Context: an optimization exercise on an open-source flow, tuned for small area, a short achievable clock period and few clock cycles per item. The choices shown serve that exercise and are no tape-out recipe.
The RTL was checked by simulation tests, not by an equivalence proof against the original design.

## fft16
module fft16 (
    input  wire              clk,
    input  wire              rst_n,
    input  wire              start,
    input  wire signed [8:0] din_i,
    input  wire signed [8:0] din_q,
    output wire              ready,
    output wire              dout_valid,
    output wire signed [8:0] dout_i,
    output wire signed [8:0] dout_q
);
For scale: ~5,000 cells after synthesis, roughly 41 I/O pins.
Settings: LEC_CHECK=0, ABC_AREA=1, CAP_MARGIN=20, CORE_MARGIN=2, CORE_UTILIZATION=65, CTS_BUF_LIST=sky130_fd_sc_hd__clkbuf_16, CTS_CLUSTER_DIAMETER=100, CTS_CLUSTER_SIZE=30, PLACE_DENSITY=0.75, SLEW_MARGIN=20; clock period 10.0 ns.
standard.sh (not shown) runs the stock make flow with config.mk's settings and CLKGATE_MAP_FILE= SYNTH_SCRIPT=/design/flow/synth_recipe.tcl, a recipe that flattens the netlist after the stock synthesis.
==> flow/flow/run.sh <==
#!/bin/bash
# The standard layout (the standard.sh: unchanged synthesis and steps),
# with the port buffers made of sky130_fd_sc_hd__buf_2 cells instead of the
# delay-buffer cells buffer_ports picks by default, and timing repair asked
# to leave a setup margin of 6.9 ns (the clock period stays 10 ns).
export BUFFER_PORTS_ARGS="-buffer_cell sky130_fd_sc_hd__buf_2"
export SETUP_SLACK_MARGIN=6.9
bash standard.sh > standard.log 2>&1
The starting point completed with no timing, DRC or antenna violations.
Testbench counts at the start, summed over its fixed seeds: cycles 6,368, frames 384.
Change:
Settings changed: ABC_AREA 1 to not set, CORE_UTILIZATION 65 to 55, CTS_BUF_LIST sky130_fd_sc_hd__clkbuf_16 to sky130_fd_sc_hd__clkbuf_8 sky130_fd_sc_hd__clkbuf_16, CTS_CLUSTER_DIAMETER 100 to 60, CTS_CLUSTER_SIZE 30 to 16, PLACE_DENSITY 0.75 to not set.
Effect: Global-route usage drops by 3.9 points. Flip-flop and latch count does not change. Final area climbs by 1.6%. Synthesized area drops by 2.3%. Setup slack is worse by 0.0044 ns.
Change:
Settings changed: CORE_UTILIZATION 55 to 75, CTS_BUF_LIST sky130_fd_sc_hd__clkbuf_8 sky130_fd_sc_hd__clkbuf_16 to sky130_fd_sc_hd__clkbuf_16, CTS_CLUSTER_DIAMETER 60 to 100, CTS_CLUSTER_SIZE 16 to 30, PLACE_DENSITY set to 0.85.
Outcome: The changed run ran to the end with no violations. Clock skew is higher by 0.012 ns. Wire length is higher by about 1.5%. Core utilization is higher by 20 points. Worst setup slack improved by 0.015 ns. Synthesized area is unchanged. Design area is lower by about 3%. Worst hold slack hardly moves. Die area is lower by 26%. First-iteration DRC count is higher by about 50%.


fft16, a different RTL version from the one above (not shown whole).
Size: ~4200 cells after synthesis, ~660 flip-flops, roughly 41 I/O pins, roughly 39000 sq um of cells after synthesis.
Settings: LEC_CHECK=0, CAP_MARGIN=20, CORE_MARGIN=2, CORE_UTILIZATION=40, CTS_BUF_LIST=sky130_fd_sc_hd__clkbuf_8, CTS_CLUSTER_DIAMETER=60, CTS_CLUSTER_SIZE=16, SLEW_MARGIN=20; clock period 10.0 ns.
==> flow/flow/run.sh <==
#!/bin/bash
# The standard layout (the standard.sh: unchanged synthesis and steps),
# with the port buffers made of sky130_fd_sc_hd__buf_2 cells instead of the
# delay-buffer cells buffer_ports picks by default, and timing repair asked
# to leave a setup margin of 7.2 ns (the clock period stays 10 ns).
export BUFFER_PORTS_ARGS="-buffer_cell sky130_fd_sc_hd__buf_2"
export SETUP_SLACK_MARGIN=7.2
bash standard.sh > standard.log 2>&1
The starting point completed with no timing, DRC or antenna violations.
Testbench counts at the start, summed over its fixed seeds: cycles 6,368, frames 384.
==> next run, changes <==
==> flow/run.sh (new file) <==
#!/bin/bash
# synth_recipe.tcl (not shown) runs the flow's synth.tcl, then flattens the netlist and writes it again
# the make line also repeats each setting of config.mk as NAME=value (left out here)
make -C /OpenROAD-flow-scripts/flow DESIGN_CONFIG=/design/flow/config.mk WORK_HOME=/design/flow/orfs CLKGATE_MAP_FILE= SYNTH_SCRIPT=/design/flow/synth_recipe.tcl finish
--- a/flow/config.mk
+++ b/flow/config.mk
@@ -11,3 +10,0 @@
-export CTS_BUF_LIST = sky130_fd_sc_hd__clkbuf_8
-export CTS_CLUSTER_DIAMETER = 60
-export CTS_CLUSTER_SIZE = 16
removed: flow/flow/run.sh
removed: flow/standard.sh
The changed run produced a clean layout.
Wire length goes down by 5.7%.
==> next run, changes <==
==> flow/flow/run.sh (new file) <==
#!/bin/bash
# The standard layout (the standard.sh: unchanged synthesis and steps),
# with the port buffers made of sky130_fd_sc_hd__buf_2 cells instead of the
# delay-buffer cells buffer_ports picks by default, and timing repair asked
# to leave a setup margin of 6.9 ns (the clock period stays 10 ns).
export BUFFER_PORTS_ARGS="-buffer_cell sky130_fd_sc_hd__buf_2"
export SETUP_SLACK_MARGIN=6.9
bash standard.sh > standard.log 2>&1
==> flow/standard.sh (new file) <==
#!/bin/bash
# synth_recipe.tcl (not shown) runs the flow's synth.tcl, then flattens the netlist and writes it again
# the make line also repeats each setting of config.mk as NAME=value (left out here)
make -C /OpenROAD-flow-scripts/flow DESIGN_CONFIG=/design/flow/config.mk WORK_HOME=/design/flow/orfs CLKGATE_MAP_FILE= SYNTH_SCRIPT=/design/flow/synth_recipe.tcl "${@:-finish}"
removed: flow/run.sh
Core utilization goes up by 0.83 points.
Final area goes up by 1.9%.
Worst hold slack is worse by 0.0055 ns.
Maximum frequency goes up by 31%.
Non-clock buffer count goes up by 44.
Cell count goes up by 0.87%.
Setup slack is better by 1.0 ns.
Register-to-register slack is better by 1.0 ns.
==> next run, changes <==
==> flow/flow/run.sh (replaced) <==
#!/bin/bash
# The standard layout (the standard.sh, unchanged synthesis and steps),
# with the port buffers made of sky130_fd_sc_hd__buf_2 cells instead of the
# delay-buffer cells buffer_ports picks by default.
export BUFFER_PORTS_ARGS="-buffer_cell sky130_fd_sc_hd__buf_2"
bash standard.sh > standard.log 2>&1
After rerunning: Hold slack gets better by 0.011 ns. Setup slack degrades by 0.96 ns. Cell count shrinks slightly.


Setup of v17:
fft16 with an RTL version that a note above also has.
Size in the first run: about 4,100 cells after synthesis, ~660 flip-flops, roughly 0.038 mm2 of cells after synthesis.
## fft16
module fft16 (
    input  wire              clk,
    input  wire              rst_n,
    input  wire              start,
    input  wire signed [8:0] din_i,
    input  wire signed [8:0] din_q,
    output wire              ready,
    output wire              dout_valid,
    output wire signed [8:0] dout_i,
    output wire signed [8:0] dout_q
);
clock: 10.0 ns
lec_check: 0
cap_margin: 20
core_margin: 2
core_utilization: 65
cts_buf_list: sky130_fd_sc_hd__clkbuf_8 sky130_fd_sc_hd__clkbuf_16
cts_cluster_diameter: 60
cts_cluster_size: 16
place_density: 0.75
slew_margin: 20
==> flow/flow/run.sh <==
#!/bin/bash
# The standard layout (the standard.sh: unchanged synthesis and steps),
# with the port buffers made of sky130_fd_sc_hd__buf_2 cells instead of the
# delay-buffer cells buffer_ports picks by default, and timing repair asked
# to leave a setup margin of 7.05 ns (the clock period stays 10 ns).
export BUFFER_PORTS_ARGS="-buffer_cell sky130_fd_sc_hd__buf_2"
export SETUP_SLACK_MARGIN=7.05
bash standard.sh > standard.log 2>&1
Testbench counts of v17, summed over its fixed seeds: cycles 6,368, frames 384.
#### Input delta (v20 over v17)
Settings: CTS_BUF_LIST now sky130_fd_sc_hd__clkbuf_8, was sky130_fd_sc_hd__clkbuf_8 sky130_fd_sc_hd__clkbuf_16; PLACE_DENSITY no longer set, was 0.75; CORE_UTILIZATION now 55, was 65.
==> flow/flow/run.sh <==
#!/bin/bash
# The standard layout (the standard.sh: unchanged synthesis and steps),
# with the port buffers made of sky130_fd_sc_hd__buf_2 cells instead of the
# delay-buffer cells buffer_ports picks by default, and timing repair asked
# to leave a setup margin of 6.9 ns (the clock period stays 10 ns).
export BUFFER_PORTS_ARGS="-buffer_cell sky130_fd_sc_hd__buf_2"
export SETUP_SLACK_MARGIN=6.9
bash standard.sh > standard.log 2>&1
Notes after the runs:
v20 vs v17: total cell area at the placement stage up slightly
Compared with v17, in v20 area added between synthesis and finish now sits lower; final period demand of the worst path has increased; clock transition at the registers of the reported paths up 0.03 ns; share of the clock period used by the worst path after layout grew by 1.3 points.
Diff v20..v17 | first-pass GRT wire length | negligible
v20 against v17: count of inserted tapcells rose by 117.
The following lists how v43 was set up differently from v20:
Settings: a change of CTS_CLUSTER_SIZE from 16 to 30; a change of CTS_BUF_LIST from sky130_fd_sc_hd__clkbuf_8 to sky130_fd_sc_hd__clkbuf_16; a change of CORE_UTILIZATION from 55 to 65; a change of CTS_CLUSTER_DIAMETER from 60 to 100; an added PLACE_DENSITY of 0.75.
Results
- Changes observed in v43 relative to v20: area occupied by multi-input gates held steady; maximum number of pins on one net before global-route repair decreased 5; sequential cell area share up 0.42 points; clock-pin slew on the worst setup and hold paths was more or less identical.
- Looking at source of the critical timing path, the dv_r result is from v43; the ready_r one comes from v20.
- Looking at v20 and v43, the count of flip-flops with a built-in enable after synthesis is a wash.
- When v43 is measured against v20, its final cell count turns out 3.5% lower.
- Re final-layout non-clock buffer area share: v20 and v43 aren't equal, and the higher value belongs to v43.
> inputs changed (v43 -> v12)
Settings: CTS_BUF_LIST: sky130_fd_sc_hd__clkbuf_16 -> sky130_fd_sc_hd__clkbuf_8 sky130_fd_sc_hd__clkbuf_16; CTS_CLUSTER_DIAMETER: 100 -> 60; CTS_CLUSTER_SIZE: 30 -> 16.
Results
- v12 vs v43, instance count: v12 higher
- Area of the multi-input gates essentially unchanged between v12 and v43.
- As far as per-instance average area after synthesis goes, v12 and v43 are indistinguishable; the numbers are identical.

==> afterwards: timing with drivers on the ports <==
How much do the figures lean on ideal ports? The routed layouts below were timed once more, with nothing changed but the port constraints.
Step 1 sets driving cells, clkbuf_16 on the clock port and buf_2 on the other inputs (assumed; they add their load-dependent delay and slew).
Step 2 moves the port delays by t, midway between the first and last clock arrival at a register: inputs arrive t later, outputs are due t later. That takes back most of the time a late clock gives input paths.
Slacks: no drivers / after step 1 / after step 2; pairs: no drivers / after step 1.
| run | shift t [ns] | setup WS [ns] | latest minus earliest clock arrival (ns) | pins driven straight from the clock port |
|---|---|---|---|---|
| the first run of note 1 | 0.693 | 6.872 / 6.808 / 6.928 | 0.028 / 0.028 | 1 |
| the second run of note 1 | 0.691 | 6.867 / 6.804 / 6.990 | 0.028 / 0.028 | 1 |
| the third run of note 1 | 0.681 | 6.882 / 6.822 / 6.917 | 0.048 / 0.048 | 1 |
| the first run of note 2 | 0.734 | 6.808 / 6.750 / 6.848 | 0.048 / 0.048 | 1 |
| the second run of note 2 | 0.675 | 5.714 / 5.714 / 5.714 | 0.025 / 0.025 | 1 |
| the third run of note 2 | 0.669 | 6.735 / 6.735 / 6.735 | 0.032 / 0.032 | 1 |
| the fourth run of note 2 | 0.682 | 5.777 / 5.777 / 5.777 | 0.023 / 0.024 | 1 |
| v17 | 0.679 | 6.906 / 6.844 / 7.014 | 0.037 / 0.037 | 1 |
| v20 | 0.766 | 6.779 / 6.717 / 7.019 | 0.046 / 0.046 | 1 |
| v43 | 0.667 | 6.924 / 6.863 / 6.953 | 0.025 / 0.024 | 1 |
| v12 | 0.680 | 6.924 / 6.863 / 6.946 | 0.021 / 0.021 | 1 |
After both steps every run listed still meets setup and hold.
